Source: an optimization exercise on an open RTL-to-GDS flow (aim: small area and a short achievable clock period). Production flows keep margins and buffers that such runs may drop.
Only simulation tests tie the RTL to the original design; equivalence was not proved.
Power is estimated from default activity; no workload was simulated.

Setup of job 7205:
Design Convolution_with_pipeline, start of the top module:
module Convolution_with_pipeline(clk, rst_n, in_valid, weight_valid, In_IFM_1, In_IFM_2, In_IFM_3, In_IFM_4, In_IFM_5, In_IFM_6, In_IFM_7, In_IFM_8, In_IFM_9, In_Weight_1, In_Weight_2, In_Weight_3, In_Weight_4, In_Weight_5, In_Weight_6, In_Weight_7, In_Weight_8, In_Weight_9, out_valid, Out_OFM);
input clk, rst_n, in_valid, weight_valid;
input [7:0] In_IFM_1;
input [7:0] In_IFM_2;
input [7:0] In_IFM_3;
input [7:0] In_IFM_4;
input [7:0] In_IFM_5;
input [7:0] In_IFM_6;
input [7:0] In_IFM_7;
input [7:0] In_IFM_8;
input [7:0] In_IFM_9;
input [7:0] In_Weight_1;
input [7:0] In_Weight_2;
input [7:0] In_Weight_3;
input [7:0] In_Weight_4;
input [7:0] In_Weight_5;
input [7:0] In_Weight_6;
input [7:0] In_Weight_7;
input [7:0] In_Weight_8;
input [7:0] In_Weight_9;
output out_valid;
output [20:0] Out_OFM;
reg v1, v2, v3;
always @(posedge clk or negedge rst_n)
  ...
Size in the first run: ~310 flip-flops, roughly 170 I/O pins, about 21000 µm² of cells after synthesis.
==> flow/config.mk <==
export PLATFORM = sky130hd
export DESIGN_NAME = Convolution_with_pipeline
export DESIGN_NICKNAME = Convolution_with_pipeline
export VERILOG_FILES = /design/flow/design.v
export SDC_FILE = /design/flow/constraint.sdc
export NUM_CORES = 4
export LEC_CHECK = 0
export ABC_CLOCK_PERIOD_IN_PS = 2000
export CAP_MARGIN = 20
export CORE_MARGIN = 2
export CORE_UTILIZATION = 40
export SETUP_SLACK_MARGIN = 2.1
export SLEW_MARGIN = 20
export SYNTH_HIERARCHICAL = 1
==> flow/constraint.sdc <==
create_clock -name core_clock -period 5.0 [get_ports {clk}]
set_input_delay 1.0000 -clock core_clock [delete_from_list [all_inputs] [get_ports {clk}]]
set_output_delay 1.0000 -clock core_clock [all_outputs]
set_load 0.01 [all_outputs]
standard.sh (not shown) runs the stock make flow with config.mk's settings and CLKGATE_MAP_FILE= SYNTH_SCRIPT=/design/flow/synth_recipe.tcl, a recipe that flattens the netlist after the stock synthesis.
==> flow/flow/run.sh <==
#!/bin/bash
# The standard layout, with plain buffers on the ports instead of the
# delay cells buffer_ports picks by default. Each tool's log stays in orfs/logs;
# make's own output goes to standard.log.
set -euo pipefail
export BUFFER_PORTS_ARGS="-buffer_cell sky130_fd_sc_hd__buf_2"
bash standard.sh > standard.log 2>&1
> inputs changed (job 7205 -> job 588)
--- a/flow/flow/run.sh
+++ b/flow/flow/run.sh
@@ -6,2 +6,3 @@
 export BUFFER_PORTS_ARGS="-buffer_cell sky130_fd_sc_hd__buf_2"
+export CTS_ARGS="-sink_clustering_enable -repair_clock_nets -dont_use_dummy_load -sink_clustering_size 20 -sink_clustering_max_diameter 100"
 bash standard.sh > standard.log 2>&1
--- a/flow/config.mk
+++ b/flow/config.mk
@@ -7,7 +7,7 @@
 export LEC_CHECK = 0
-export ABC_CLOCK_PERIOD_IN_PS = 2000
 export CAP_MARGIN = 20
 export CORE_MARGIN = 2
-export CORE_UTILIZATION = 40
-export SETUP_SLACK_MARGIN = 2.1
+export CORE_UTILIZATION = 60
+export PLACE_DENSITY = 0.75
+export SETUP_SLACK_MARGIN = 1.9
 export SLEW_MARGIN = 20
Results
- Between job 7205 and job 588, number of standard cells in the final layout excluding fillers decreased.
- Job 588 vs job 7205: final instance area down by a little under 10%
- | reported combinational group power | job 588 vs job 7205 | ≈ equal |
[inputs] job 136 vs job 588
--- a/flow/flow/run.sh
+++ b/flow/flow/run.sh
@@ -6,3 +6,2 @@
 export BUFFER_PORTS_ARGS="-buffer_cell sky130_fd_sc_hd__buf_2"
-export CTS_ARGS="-sink_clustering_enable -repair_clock_nets -dont_use_dummy_load -sink_clustering_size 20 -sink_clustering_max_diameter 100"
 bash standard.sh > standard.log 2>&1
--- a/flow/config.mk
+++ b/flow/config.mk
@@ -9,5 +9,4 @@
 export CORE_MARGIN = 2
-export CORE_UTILIZATION = 60
-export PLACE_DENSITY = 0.75
-export SETUP_SLACK_MARGIN = 1.9
+export CORE_UTILIZATION = 40
+export SETUP_SLACK_MARGIN = 2.3
 export SLEW_MARGIN = 20
--- outcome ---
- Min die outline width across job 588 and job 136: job 588
- Count of clock-buffer cells in the layout, job 588 and job 136: higher on job 136
- The lower number of levels the H-tree was split into of job 588 and job 136 is in job 588.
- In the reports for job 588 and job 136, the larger flip-flop and latch share of the layout cell area belongs to job 588.
- Summary — setup slack, job 136 relative to job 588: higher, by 180 ps.
- Job 136 against job 588: number of multi-input combinational cells in the layout shows an increase of 4.2%; met1 layer wirelength in the final routing increased by 25% relative to the old numbers.
- In job 136, the fmax came out 5.9% above the value in job 588.
- The area added between synthesis and finish of job 136 exceeds that of job 588 by 19 points.
--- input diff job 136..job 468 ---
--- a/flow/flow/run.sh
+++ b/flow/flow/run.sh
@@ -6,2 +6,3 @@
 export BUFFER_PORTS_ARGS="-buffer_cell sky130_fd_sc_hd__buf_2"
+export CTS_ARGS="-sink_clustering_enable -repair_clock_nets -dont_use_dummy_load -sink_clustering_size 12 -sink_clustering_max_diameter 60 -buf_list sky130_fd_sc_hd__clkbuf_8"
 bash standard.sh > standard.log 2>&1
--- a/flow/config.mk
+++ b/flow/config.mk
@@ -9,4 +9,5 @@
 export CORE_MARGIN = 2
-export CORE_UTILIZATION = 40
-export SETUP_SLACK_MARGIN = 2.3
+export CORE_UTILIZATION = 60
+export PLACE_DENSITY = 0.75
+export SETUP_SLACK_MARGIN = 2.05
 export SLEW_MARGIN = 20
## What came out
Job 468 vs job 136: final clock period utilization by the worst path down in job 468. Against job 136 as the reference, job 468 delivers a lower first-pass GRT wire length. The final routed wirelength across all metal layers in job 468 sits about 20% below the value recorded for job 136.

* * *

exp/willow:
Starting RTL as in the previous note.
==> flow/config.mk <==
export PLATFORM = sky130hd
export DESIGN_NAME = Convolution_with_pipeline
export DESIGN_NICKNAME = Convolution_with_pipeline
export VERILOG_FILES = /design/flow/design.v
export SDC_FILE = /design/flow/constraint.sdc
export NUM_CORES = 4
export LEC_CHECK = 0
export CAP_MARGIN = 20
export CORE_MARGIN = 2
export CORE_UTILIZATION = 50
export PLACE_DENSITY = 0.7
export SETUP_SLACK_MARGIN = 2.1
export SLEW_MARGIN = 20
export SYNTH_HIERARCHICAL = 1
==> flow/constraint.sdc <==
create_clock -name core_clock -period 5.0 [get_ports {clk}]
set_input_delay 1.0000 -clock core_clock [delete_from_list [all_inputs] [get_ports {clk}]]
set_output_delay 1.0000 -clock core_clock [all_outputs]
set_load 0.01 [all_outputs]
==> flow/flow/run.sh <==
#!/bin/bash
# The standard layout, with plain buffers on the ports instead of the
# delay cells buffer_ports picks by default. Each tool's log stays in orfs/logs;
# make's own output goes to standard.log.
set -euo pipefail
export BUFFER_PORTS_ARGS="-buffer_cell sky130_fd_sc_hd__buf_2"
export CTS_ARGS="-sink_clustering_enable -repair_clock_nets -dont_use_dummy_load -sink_clustering_size 20 -sink_clustering_max_diameter 100"
bash standard.sh > standard.log 2>&1
exp/willow: no failed stages, no open violations at the end
diff inputs: exp/willow => exp/tundra
# exp/willow
export LEC_CHECK = 0
export CAP_MARGIN = 20
export CORE_MARGIN = 2
export CORE_UTILIZATION = 50
export PLACE_DENSITY = 0.7
export SETUP_SLACK_MARGIN = 2.1
export SLEW_MARGIN = 20
export SYNTH_HIERARCHICAL = 1
create_clock -name core_clock -period 5.0 [get_ports {clk}]
# exp/tundra
export LEC_CHECK = 0
export CAP_MARGIN = 20
export CORE_MARGIN = 2
export CORE_UTILIZATION = 40
export CTS_BUF_LIST = sky130_fd_sc_hd__clkbuf_8
export CTS_CLUSTER_SIZE = 30
export SETUP_SLACK_MARGIN = 2.3
export SLEW_MARGIN = 20
export SYNTH_HIERARCHICAL = 1
create_clock -name core_clock -period 5.0 [get_ports {clk}]
--- a/flow/flow/run.sh
+++ b/flow/flow/run.sh
@@ -5,4 +5,3 @@
 set -euo pipefail
 export BUFFER_PORTS_ARGS="-buffer_cell sky130_fd_sc_hd__buf_2"
-export CTS_ARGS="-sink_clustering_enable -repair_clock_nets -dont_use_dummy_load -sink_clustering_size 20 -sink_clustering_max_diameter 100"
 bash standard.sh > standard.log 2>&1
==> comparison <==
Summary: with exp/willow as the reference, non-clock buffer count in exp/tundra moved up by a few percent. Looking at critical path depth across exp/willow and exp/tundra, the one that comes out higher is exp/tundra. Compared exp/willow against exp/tundra; number of antenna violations at the first check in global routing within noise. The delay of the slowest critical-path stage in exp/tundra sits 30 ps above the value recorded for exp/willow. Compared with exp/willow, exp/tundra shows a higher area used by sequential logic in the layout. Comparing total routing usage reported by global routing for exp/willow and exp/tundra, the bigger number came from exp/willow. Re clock input transition at the sequential cells of the worst setup and hold paths: exp/tundra is 30 ps down on exp/willow. The run with more setup slack is exp/tundra; exp/willow has less. | placed wire-length estimate | exp/tundra vs exp/willow | 3.7 mm higher |. Against exp/willow, exp/tundra reports a final cell count without fillers that is higher.
Here is what was changed in the inputs of exp/quartz compared with exp/tundra.
# exp/tundra
export LEC_CHECK = 0
export CAP_MARGIN = 20
export CORE_MARGIN = 2
export CORE_UTILIZATION = 40
export CTS_BUF_LIST = sky130_fd_sc_hd__clkbuf_8
export CTS_CLUSTER_SIZE = 30
export SETUP_SLACK_MARGIN = 2.3
export SLEW_MARGIN = 20
export SYNTH_HIERARCHICAL = 1
create_clock -name core_clock -period 5.0 [get_ports {clk}]
# exp/quartz
export LEC_CHECK = 0
export CAP_MARGIN = 20
export CORE_MARGIN = 2
export CORE_UTILIZATION = 60
export PLACE_DENSITY = 0.75
export SETUP_SLACK_MARGIN = 2.1
export SLEW_MARGIN = 20
export SYNTH_HIERARCHICAL = 1
create_clock -name core_clock -period 5.0 [get_ports {clk}]
--- a/flow/flow/run.sh
+++ b/flow/flow/run.sh
@@ -5,3 +5,4 @@
 set -euo pipefail
 export BUFFER_PORTS_ARGS="-buffer_cell sky130_fd_sc_hd__buf_2"
+export CTS_ARGS="-sink_clustering_enable -repair_clock_nets -dont_use_dummy_load -sink_clustering_size 20 -sink_clustering_max_diameter 100"
 bash standard.sh > standard.log 2>&1
Notes after the runs:
exp/quartz has completed all stages; timing, DRC and antenna checks passed.
| power in combinational cells | exp/quartz vs exp/tundra | ≈ equal |
Summary: with exp/tundra as the reference, switching power summed over all nets in exp/quartz moved down by a few percent.
Comparing exp/tundra and exp/quartz, the lower data required time at the worst endpoint is on exp/quartz.
Relative to exp/tundra, the register-to-register slack of exp/quartz is lower by 40 ps.
Run comparison: exp/tundra last element of the critical path r1[66]; exp/quartz last element of the critical path r1[124]
[compare] base=exp/tundra new=exp/quartz: met1 track demand over resource went up; combinational cell fraction of total power went up; fmax went down.
Where wire length of the first global-routing pass is concerned, exp/tundra is outperformed by exp/quartz.
Compared to exp/tundra, exp/quartz has number of post-CTS setup repair buffers 5 higher.
exp/quartz reports a lower final critical-path setup slack than exp/tundra does.
For exp/sierra, these inputs were changed with respect to exp/quartz:
# exp/quartz
export LEC_CHECK = 0
export CAP_MARGIN = 20
export CORE_MARGIN = 2
export CORE_UTILIZATION = 60
export PLACE_DENSITY = 0.75
export SETUP_SLACK_MARGIN = 2.1
export SLEW_MARGIN = 20
export SYNTH_HIERARCHICAL = 1
create_clock -name core_clock -period 5.0 [get_ports {clk}]
# exp/sierra
export LEC_CHECK = 0
export CAP_MARGIN = 20
export CORE_MARGIN = 2
export CORE_UTILIZATION = 40
export SETUP_SLACK_MARGIN = 2.3
export SLEW_MARGIN = 20
export SYNTH_HIERARCHICAL = 1
create_clock -name core_clock -period 5.0 [get_ports {clk}]
==> flow/run.sh (new file) <==
#!/bin/bash
# synth_recipe.tcl (not shown) runs the flow's synth.tcl, then flattens the netlist and writes it again
# the make line also repeats each setting of config.mk as NAME=value (left out here)
make -C /OpenROAD-flow-scripts/flow DESIGN_CONFIG=/design/flow/config.mk WORK_HOME=/design/flow/orfs CLKGATE_MAP_FILE= SYNTH_SCRIPT=/design/flow/synth_recipe.tcl finish
removed: flow/flow/run.sh
removed: flow/standard.sh
==> comparison <==
- exp/sierra: all stages complete, timing, DRC and antenna checks passed
- Path type of the worst min-delay path = in -> async: exp/quartz; path type of the worst min-delay path = reg -> reg: exp/sierra
- From exp/quartz to exp/sierra the numbers moved as follows: setup slack saw a decrease; placer's final routability congestion estimate went down by about 6%.
- Sort exp/quartz and exp/sierra by worst hold margin, ascending, and exp/quartz comes first.
- Side by side, fraction of area in multi-input gates turned out lower in exp/sierra than in exp/quartz.
- Average wire per standard cell essentially unchanged between exp/quartz and exp/sierra.
- In exp/sierra the power share of the combinational group turned out 3.4 points lower than in exp/quartz.
- Summary of exp/sierra over exp/quartz: routed length on met1 higher; data-path buffer share of cell area in the final layout rose by 3.0 points.
### exp/sierra -> exp/raven
# exp/sierra
export LEC_CHECK = 0
export CAP_MARGIN = 20
export CORE_MARGIN = 2
export CORE_UTILIZATION = 40
export SETUP_SLACK_MARGIN = 2.3
export SLEW_MARGIN = 20
export SYNTH_HIERARCHICAL = 1
create_clock -name core_clock -period 5.0 [get_ports {clk}]
# exp/raven
export LEC_CHECK = 0
export CAP_MARGIN = 20
export CORE_MARGIN = 2
export CORE_UTILIZATION = 60
export GPL_ROUTABILITY_DRIVEN = 0
export PLACE_DENSITY = 0.75
export SETUP_SLACK_MARGIN = 2.0
export SLEW_MARGIN = 20
export SYNTH_HIERARCHICAL = 1
create_clock -name core_clock -period 5.0 [get_ports {clk}]
==> flow/flow/run.sh (new file) <==
#!/bin/bash
# The standard layout, with plain buffers on the ports instead of the
# delay cells buffer_ports picks by default. Each tool's log stays in orfs/logs;
# make's own output goes to standard.log.
set -euo pipefail
export BUFFER_PORTS_ARGS="-buffer_cell sky130_fd_sc_hd__buf_2"
export CTS_ARGS="-sink_clustering_enable -repair_clock_nets -dont_use_dummy_load -sink_clustering_size 20 -sink_clustering_max_diameter 100"
bash standard.sh > standard.log 2>&1
==> flow/standard.sh (new file) <==
#!/bin/bash
# synth_recipe.tcl (not shown) runs the flow's synth.tcl, then flattens the netlist and writes it again
# the make line also repeats each setting of config.mk as NAME=value (left out here)
make -C /OpenROAD-flow-scripts/flow DESIGN_CONFIG=/design/flow/config.mk WORK_HOME=/design/flow/orfs CLKGATE_MAP_FILE= SYNTH_SCRIPT=/design/flow/synth_recipe.tcl "${@:-finish}"
removed: flow/run.sh
## What came out
exp/raven ended with less clock group share of total power than exp/sierra.
Non-clock buffer count (exp/raven vs. exp/sierra) decreases by more than 10%
Between exp/raven and exp/sierra, wire length is higher for exp/sierra, exp/raven comes in under that.
Taking exp/raven as 1.0, exp/sierra lands at 1.19 on design area.
Cmp exp/raven and exp/sierra / met2 routed wirelength / lower: exp/raven
Sort exp/raven and exp/sierra by first-pass GRT wire length desc -> top: exp/sierra
exp/raven ended up with a lower transition time at the pin with the least slew margin than exp/sierra did.
Sequential share of layout area was higher in exp/raven than in exp/sierra.
> inputs changed (exp/raven -> exp/maple)
# exp/raven
export LEC_CHECK = 0
export CAP_MARGIN = 20
export CORE_MARGIN = 2
export CORE_UTILIZATION = 60
export GPL_ROUTABILITY_DRIVEN = 0
export PLACE_DENSITY = 0.75
export SETUP_SLACK_MARGIN = 2.0
export SLEW_MARGIN = 20
export SYNTH_HIERARCHICAL = 1
create_clock -name core_clock -period 5.0 [get_ports {clk}]
# exp/maple
export LEC_CHECK = 0
export CAP_MARGIN = 20
export CORE_MARGIN = 2
export CORE_UTILIZATION = 60
export PLACE_DENSITY = 0.75
export SETUP_SLACK_MARGIN = 2.1
export SLEW_MARGIN = 20
export SYNTH_HIERARCHICAL = 1
create_clock -name core_clock -period 5.0 [get_ports {clk}]
--- a/flow/flow/run.sh
+++ b/flow/flow/run.sh
@@ -6,3 +6,4 @@
 export BUFFER_PORTS_ARGS="-buffer_cell sky130_fd_sc_hd__buf_2"
 export CTS_ARGS="-sink_clustering_enable -repair_clock_nets -dont_use_dummy_load -sink_clustering_size 20 -sink_clustering_max_diameter 100"
+export RECOVER_POWER=100
 bash standard.sh > standard.log 2>&1
--- outcome ---
exp/maple finished end to end and its layout was clean on timing, DRC and antenna. Summary of the comparison: fraction of area in non-clock buffers is higher in exp/maple, relative to exp/raven. Compared with exp/raven, in exp/maple maximum clock frequency dropped about 20%, non-clock buffer count +21, share of the core filled with cells in the final layout up 0.99 points. Diff exp/raven -> exp/maple | first-iteration DRC count | increase of 7.2%.

## what the ideal ports hide
How much do the figures lean on ideal ports? The routed layouts below were timed once more, with nothing changed but the port constraints.
Step 1 (the two cells are an assumption about what drives the block):
set clk [get_ports {clk}]
set_driving_cell -lib_cell sky130_fd_sc_hd__clkbuf_16 $clk
set_driving_cell -lib_cell sky130_fd_sc_hd__buf_2 [delete_from_list [all_inputs] $clk]
Step 2, shift: input delay + t, output delay - t, t = (earliest + latest rising clock arrival at the registers) / 2. This alone moves slack from input paths to output paths.
a / b / c = ideal / step 1 / step 2; a / b = the first two.
| run | t, ns | setup slack, ns | worst data-port slew with drivers (ns) | cell pins on the clock port's net |
|---|---|---|---|---|
| job 7205 | 0.615 | 2.064 / 1.880 / 1.265 | 0.25 | 1 |
| job 588 | 0.571 | 1.862 / 1.762 / 1.191 | 0.15 | 1 |
| job 136 | 0.623 | 2.038 / 1.684 / 1.061 | 0.47 | 1 |
| job 468 | 0.619 | 2.066 / 1.942 / 1.323 | 0.18 | 1 |
| exp/willow | 0.578 | 2.023 / 1.789 / 1.212 | 0.32 | 1 |
| exp/tundra | 0.724 | 2.095 / 1.758 / 1.035 | 0.48 | 1 |
| exp/quartz | 0.574 | 2.057 / 1.743 / 1.169 | 0.41 | 1 |
| exp/sierra | 0.627 | 1.988 / 1.700 / 1.073 | 0.40 | 1 |
| exp/raven | 0.576 | 1.996 / 1.872 / 1.296 | 0.18 | 1 |
| exp/maple | 0.574 | 1.251 / 0.928 / 0.354 | 0.42 | 1 |
After both steps every run listed still meets setup and hold. The setup slack of exp/tundra, which loses most, moves by -0.337 ns with the drivers and by -1.060 ns with both steps.
